What follows belongs to an exercise in optimizing a design on an open flow for small area; a production flow would make more cautious choices.
Only simulation tests tie the RTL to the original design; equivalence was not proved.
Power is estimated from default activity; no workload was simulated.

==> flow/design.v <==
module updown_count #(
    parameter W = 5
) (
    input  logic         clk,
    input  logic         rst,
    input  logic         inc,
    input  logic         dec,
    output logic [W-1:0] count
);
  logic up, dn;
  logic [W-1:0] all1, all0;
  assign up = inc && !dec;
  assign dn = dec && !inc;
  always_comb begin
    all1[0] = 1'b1;
    all0[0] = 1'b1;
    for (int i = 1; i < W; i++) begin
      all1[i] = all1[i-1] & count[i-1];
      all0[i] = all0[i-1] & !count[i-1];
    end
  end
  always_ff @(posedge clk) begin
    if (rst) count <= '0;
    else count <= count ^ ((all1 & {W{up}}) | (all0 & {W{dn}}));
  end
endmodule
module shift_fifo #(
    parameter DEPTH = 16,
    parameter EXTRA = 1
) (
    input  logic                        clk,
    input  logic                        rst,
    input  logic                        wr_en,   
    input  logic                        rd_en,   
    input  logic [7:0]                  wdata,
    output logic [8*(DEPTH+EXTRA)-1:0]  mem,
    output logic [$clog2(DEPTH+1)-1:0]  count
);
  always_ff @(posedge clk) begin
    if (wr_en) mem <= {mem[8*(DEPTH+EXTRA)-9:0], wdata};
  end
  updown_count #(
      .W($clog2(DEPTH + 1))
  ) counter (
      .clk  (clk),
      .rst  (rst),
      .inc  (wr_en),
      .dec  (rd_en),
      .count(count)
  );
endmodule
module uart_tx (
    input  logic        clk_i,
    input  logic        rst_ni,
    input  logic [15:0] baud_div_i,
    input  logic        tx_we_i,    
    input  logic        tx_en_i,
    input  logic [ 7:0] din_i,
    output logic        empty_o,
    output logic        full_o,
    output logic        tx_bit_o
);
  function automatic logic [7:0] mux16(input logic [127:0] m, input logic [3:0] s);
    logic [63:0] l1;
    logic [31:0] l2;
    logic [15:0] l3;
    for (int i = 0; i < 8; i++) l1[8*i+:8] = s[0] ? m[16*i+8+:8] : m[16*i+:8];
    for (int i = 0; i < 4; i++) l2[8*i+:8] = s[1] ? l1[16*i+8+:8] : l1[16*i+:8];
    for (int i = 0; i < 2; i++) l3[8*i+:8] = s[2] ? l2[16*i+8+:8] : l2[16*i+:8];
    mux16 = s[3] ? l3[15:8] : l3[7:0];
  endfunction
  localparam logic [3:0] P_STOP = 4'b0000, P_IDLE = 4'b0001, P_START = 4'b0111;
  logic [  3:0] phase;
  logic [ 15:0] baud_counter;
  logic [127:0] mem;
  logic [  7:0] tx_shift;
  logic [  4:0] count;
  logic         tick, go, pop, push;
  logic [ 16:0] bc_inc;
  logic [  7:0] head;
  assign empty_o = (count == 5'd0);
  assign full_o  = count[4];
  logic [16:0] carry;
  always_comb begin
    carry[0] = 1'b1;
    for (int i = 0; i < 16; i++) begin
      bc_inc[i]  = baud_counter[i] ^ carry[i];
      carry[i+1] = baud_counter[i] & carry[i];
    end
    bc_inc[16] = carry[16];
  end
  assign tick   = (bc_inc == {1'b0, baud_div_i});
  assign go     = tx_en_i && !empty_o;
  assign pop    = go && (phase == P_IDLE || (phase == P_STOP && tick));
  assign push   = tx_we_i && !full_o;
  shift_fifo #(
      .DEPTH(16),
      .EXTRA(0)
  ) tx_buffer (
      .clk  (clk_i),
      .rst  (!rst_ni),
      .wr_en(push),
      .rd_en(pop),
      .wdata(din_i),
      .mem  (mem),
      .count(count)
  );
  assign head = mux16({mem[119:0], mem[127:120]}, count[3:0]);
  always_ff @(posedge clk_i) begin
    if (pop) tx_shift <= head;
    else if (phase[3] && tick) tx_shift <= {1'b0, tx_shift[7:1]};
  end
  always_comb begin
    if (phase[3]) tx_bit_o = tx_shift[0];
    else tx_bit_o = (phase != P_START);
  end
  always_ff @(posedge clk_i or negedge rst_ni) begin
    if (!rst_ni) begin
      phase <= P_IDLE;
    end else begin
      if (phase == P_IDLE) begin
        if (go) phase <= P_START;
      end else if (tick) begin
        if (phase == P_STOP) phase <= go ? P_START : P_IDLE;
        else phase <= phase ^ {&phase[2:0], &phase[1:0], phase[0], 1'b1};
      end
    end
  end
  always_ff @(posedge clk_i) begin
    if (phase == P_IDLE || tick) baud_counter <= '0;
    else baud_counter <= bc_inc[15:0];
  end
endmodule
module uart_rx (
    input  logic        clk_i,
    input  logic        rst_ni,
    input  logic [15:0] baud_div_i,
    input  logic        rx_re_i,    
    input  logic        rx_en_i,
    input  logic        rx_bit_i,
    output logic [ 7:0] dout_o,     
    output logic        full_o,
    output logic        empty_o
);
  function automatic logic [7:0] mux16(input logic [127:0] m, input logic [3:0] s);
    logic [63:0] l1;
    logic [31:0] l2;
    logic [15:0] l3;
    for (int i = 0; i < 8; i++) l1[8*i+:8] = s[0] ? m[16*i+8+:8] : m[16*i+:8];
    for (int i = 0; i < 4; i++) l2[8*i+:8] = s[1] ? l1[16*i+8+:8] : l1[16*i+:8];
    for (int i = 0; i < 2; i++) l3[8*i+:8] = s[2] ? l2[16*i+8+:8] : l2[16*i+:8];
    mux16 = s[3] ? l3[15:8] : l3[7:0];
  endfunction
  localparam logic [3:0] P_STOP = 4'b0000, P_IDLE = 4'b0001, P_START = 4'b0111;
  logic [  3:0] phase;
  logic [ 15:0] baud_counter;
  logic         mid_tick, end_tick, start, wr, shift_en;
  logic [15:0] bc_inc;
  logic [16:0] carry;
  always_comb begin
    carry[0] = 1'b1;
    for (int i = 0; i < 16; i++) begin
      bc_inc[i]  = baud_counter[i] ^ carry[i];
      carry[i+1] = baud_counter[i] & carry[i];
    end
  end
  assign mid_tick = (baud_counter == {1'b0, baud_div_i[15:1]});
  assign end_tick = (baud_counter == baud_div_i);
  logic [127:0] mem;
  logic [  4:0] q;
  logic         free0;
  assign full_o  = q[4] && !free0;
  assign empty_o = (q == {4'b0, free0});
  assign start   = (phase == P_IDLE) && rx_en_i && !rx_bit_i && !full_o;
  assign wr      = (phase == P_STOP) && end_tick && !full_o;
  assign shift_en = (start && !free0) || (wr && !free0);
  always_ff @(posedge clk_i) begin
    if (phase[3] && mid_tick) mem[7:0] <= {rx_bit_i, mem[7:1]};
  end
  always_ff @(posedge clk_i) begin
    if (shift_en) mem[127:8] <= mem[119:0];
  end
  always_ff @(posedge clk_i) begin
    if (!rst_ni) free0 <= 1'b0;
    else if (start) free0 <= 1'b1;
    else if (wr) free0 <= 1'b0;
  end
  updown_count #(
      .W(5)
  ) counter (
      .clk  (clk_i),
      .rst  (!rst_ni),
      .inc  (shift_en),
      .dec  (rx_re_i),
      .count(q)
  );
  assign dout_o = mux16(mem, q[3:0]);
  always_ff @(posedge clk_i or negedge rst_ni) begin
    if (!rst_ni) begin
      phase <= P_IDLE;
    end else begin
      if (phase == P_IDLE) begin
        if (start) phase <= P_START;
      end else if (mid_tick) begin
        if (phase == P_START) phase <= rx_bit_i ? P_IDLE : 4'b1000;
        else if (phase == P_STOP) begin
          if (rx_bit_i) phase <= P_IDLE;
        end else phase <= phase ^ {&phase[2:0], &phase[1:0], phase[0], 1'b1};
      end
    end
  end
  always_ff @(posedge clk_i) begin
    if (phase == P_IDLE || end_tick) baud_counter <= '0;
    else baud_counter <= bc_inc;
  end
endmodule
module uart #(
    parameter DATA_WIDTH = 8,
    parameter FIFO_DEPTH = 16
) (
    input  logic        clk_i,
    input  logic        rst_ni,
    input  logic        stb_i,
    input  logic [ 1:0] adr_i,
    input  logic [ 3:0] byte_sel_i,
    input  logic        we_i,
    input  logic [31:0] dat_i,
    output logic [31:0] dat_o,
    input  logic        uart_rx_i,
    output logic        uart_tx_o
);
  logic [15:0] baud_div_reg;
  logic        tx_en_reg, rx_en_reg;
  logic        tx_full, tx_empty, rx_full, rx_empty;
  logic [ 7:0] rx_byte;
  logic [ 1:0] rd_adr;   
  logic [ 3:0] status_q;   
  uart_tx uart_tx_inst (
      .clk_i     (clk_i),
      .rst_ni    (rst_ni),
      .baud_div_i(baud_div_reg),
      .tx_we_i   (stb_i && we_i && adr_i == 2'd3),
      .tx_en_i   (tx_en_reg),
      .din_i     (dat_i[7:0]),
      .empty_o   (tx_empty),
      .full_o    (tx_full),
      .tx_bit_o  (uart_tx_o)
  );
  uart_rx uart_rx_inst (
      .clk_i     (clk_i),
      .rst_ni    (rst_ni),
      .baud_div_i(baud_div_reg),
      .rx_re_i   (stb_i && !we_i && adr_i == 2'd3 && !rx_empty),
      .rx_en_i   (rx_en_reg),
      .rx_bit_i  (uart_rx_i),
      .dout_o    (rx_byte),
      .full_o    (rx_full),
      .empty_o   (rx_empty)
  );
  always_ff @(posedge clk_i) begin
    if (!rst_ni) begin
      baud_div_reg <= 16'd0;
      tx_en_reg    <= 1'b0;
      rx_en_reg    <= 1'b0;
    end else if (stb_i && we_i) begin
      if (adr_i == 2'd0 && (byte_sel_i[0] || byte_sel_i[1])) baud_div_reg <= dat_i[15:0];
      if (adr_i == 2'd1 && byte_sel_i[0]) begin
        tx_en_reg <= dat_i[0];
        rx_en_reg <= dat_i[1];
      end
    end
  end
  always_ff @(posedge clk_i) begin
    rd_adr   <= adr_i;
    status_q <= {rx_empty, rx_full, tx_empty, tx_full};
  end
  always_comb begin
    dat_o = '0;
    unique case (rd_adr)
      2'd0: dat_o[15:0] = baud_div_reg;
      2'd1: dat_o[1:0] = {rx_en_reg, tx_en_reg};
      2'd2: dat_o[3:0] = status_q;
      2'd3: if (!status_q[3]) dat_o[7:0] = rx_byte;
    endcase
  end
endmodule
export LEC_CHECK = 0
export CAP_MARGIN = 20
export CORE_MARGIN = 2
export CORE_UTILIZATION = 80
export PLACE_DENSITY = 0.88
export SLEW_MARGIN = 20
create_clock -name core_clock -period 10.0 [get_ports {clk_i}]
standard.sh (not shown) runs the stock make flow with config.mk's settings and CLKGATE_MAP_FILE= SYNTH_SCRIPT=/design/flow/synth_recipe.tcl, a recipe that flattens the netlist after the stock synthesis.
==> flow/flow/run.sh <==
#!/bin/bash
# Standard layout with two changes: clock tree without dummy loads, and
# port buffers of the smallest buffer cell.
set -euo pipefail
export CTS_ARGS="-sink_clustering_enable -repair_clock_nets -dont_use_dummy_load -buf_list sky130_fd_sc_hd__clkbuf_8 -sink_clustering_size 18 -sink_clustering_max_diameter 60"
export SKIP_REPAIR_TIE_FANOUT=1
export BUFFER_PORTS_ARGS="-buffer_cell sky130_fd_sc_hd__buf_1"
bash standard.sh > standard.log 2>&1
The baseline produced a clean layout.
Rerun with:
==> flow/flow/run.sh (replaced) <==
#!/bin/bash
# Standard layout with two changes: clock tree without dummy loads, and
# port buffers of the smallest buffer cell.
set -euo pipefail
export CTS_ARGS="-sink_clustering_enable -repair_clock_nets -dont_use_dummy_load -buf_list sky130_fd_sc_hd__clkbuf_8 -sink_clustering_size 20 -sink_clustering_max_diameter 40"
export BUFFER_PORTS_ARGS="-buffer_cell sky130_fd_sc_hd__buf_1"
bash standard.sh > standard.log 2>&1
CORE_UTILIZATION = 65   (was 80)
PLACE_DENSITY = 0.8   (was 0.88)
Result:
- synthesized cell count does not change
- total power increases by a few percent
- setup slack gets better by 0.18 ns
Rerun with:
--- a/flow/flow/run.sh
+++ b/flow/flow/run.sh
@@ -5 +5,2 @@
-export CTS_ARGS="-sink_clustering_enable -repair_clock_nets -dont_use_dummy_load -buf_list sky130_fd_sc_hd__clkbuf_8 -sink_clustering_size 20 -sink_clustering_max_diameter 40"
+export CTS_ARGS="-sink_clustering_enable -repair_clock_nets -dont_use_dummy_load -buf_list sky130_fd_sc_hd__clkbuf_8 -sink_clustering_size 18 -sink_clustering_max_diameter 60"
+export SKIP_REPAIR_TIE_FANOUT=1
CORE_UTILIZATION = 85   (was 65)
PLACE_DENSITY = 0.92   (was 0.8)
Effect: The new run did not get past detailed placement. Area after synthesis does not change. Synthesized cell count does not change.
Rerun with:
==> flow/run.sh (new file) <==
#!/bin/bash
# synth_recipe.tcl (not shown) runs the flow's synth.tcl, then flattens the netlist and writes it again
# the make line also repeats each setting of config.mk as NAME=value (left out here)
make -C /OpenROAD-flow-scripts/flow DESIGN_CONFIG=/design/flow/config.mk WORK_HOME=/design/flow/orfs CLKGATE_MAP_FILE= SYNTH_SCRIPT=/design/flow/synth_recipe.tcl finish
CORE_UTILIZATION = 75   (was 85)
CTS_BUF_LIST = sky130_fd_sc_hd__clkbuf_8   (was unset)
CTS_CLUSTER_DIAMETER = 60   (was unset)
CTS_CLUSTER_SIZE = 18   (was unset)
PLACE_DENSITY = 0.85   (was 0.92)
removed: flow/flow/run.sh
removed: flow/standard.sh
Effect: This time the run finished clean; synthesized area is unchanged; synthesized cell count is unchanged.

==> re-timing with driven ports <==
The results above use ideal ports. As a check the final layouts listed here were re-extracted and re-timed, cells and wires unchanged.
Step 1, drivers: a clkbuf_16 drives clk_i and a buf_2 each remaining input, both assumed.
Step 2, shift: input delay + t, output delay - t, t = (earliest + latest rising clock arrival at the registers) / 2. This alone moves slack from input paths to output paths.
Three values: ideal ports, drivers, drivers and shift; two values: the first two.
| run | t, ns | slack for setup (ns) | hold slack, ns | worst setup path after step 2 | clock arrival spread, ns |
|---|---|---|---|---|---|
| the first run | 0.576 | 4.249 / 4.249 / 4.249 | 0.405 / 0.405 / 0.405 | register to register | 0.076 / 0.076 |
| the second run | 0.575 | 4.426 / 4.382 / 4.426 | 0.406 / 0.406 / 0.406 | register to register | 0.069 / 0.069 |
| the fourth run | 0.603 | 3.936 / 3.936 / 3.936 | 0.417 / 0.417 / 0.417 | register to register | 0.019 / 0.019 |
After both steps every run listed still meets setup and hold.
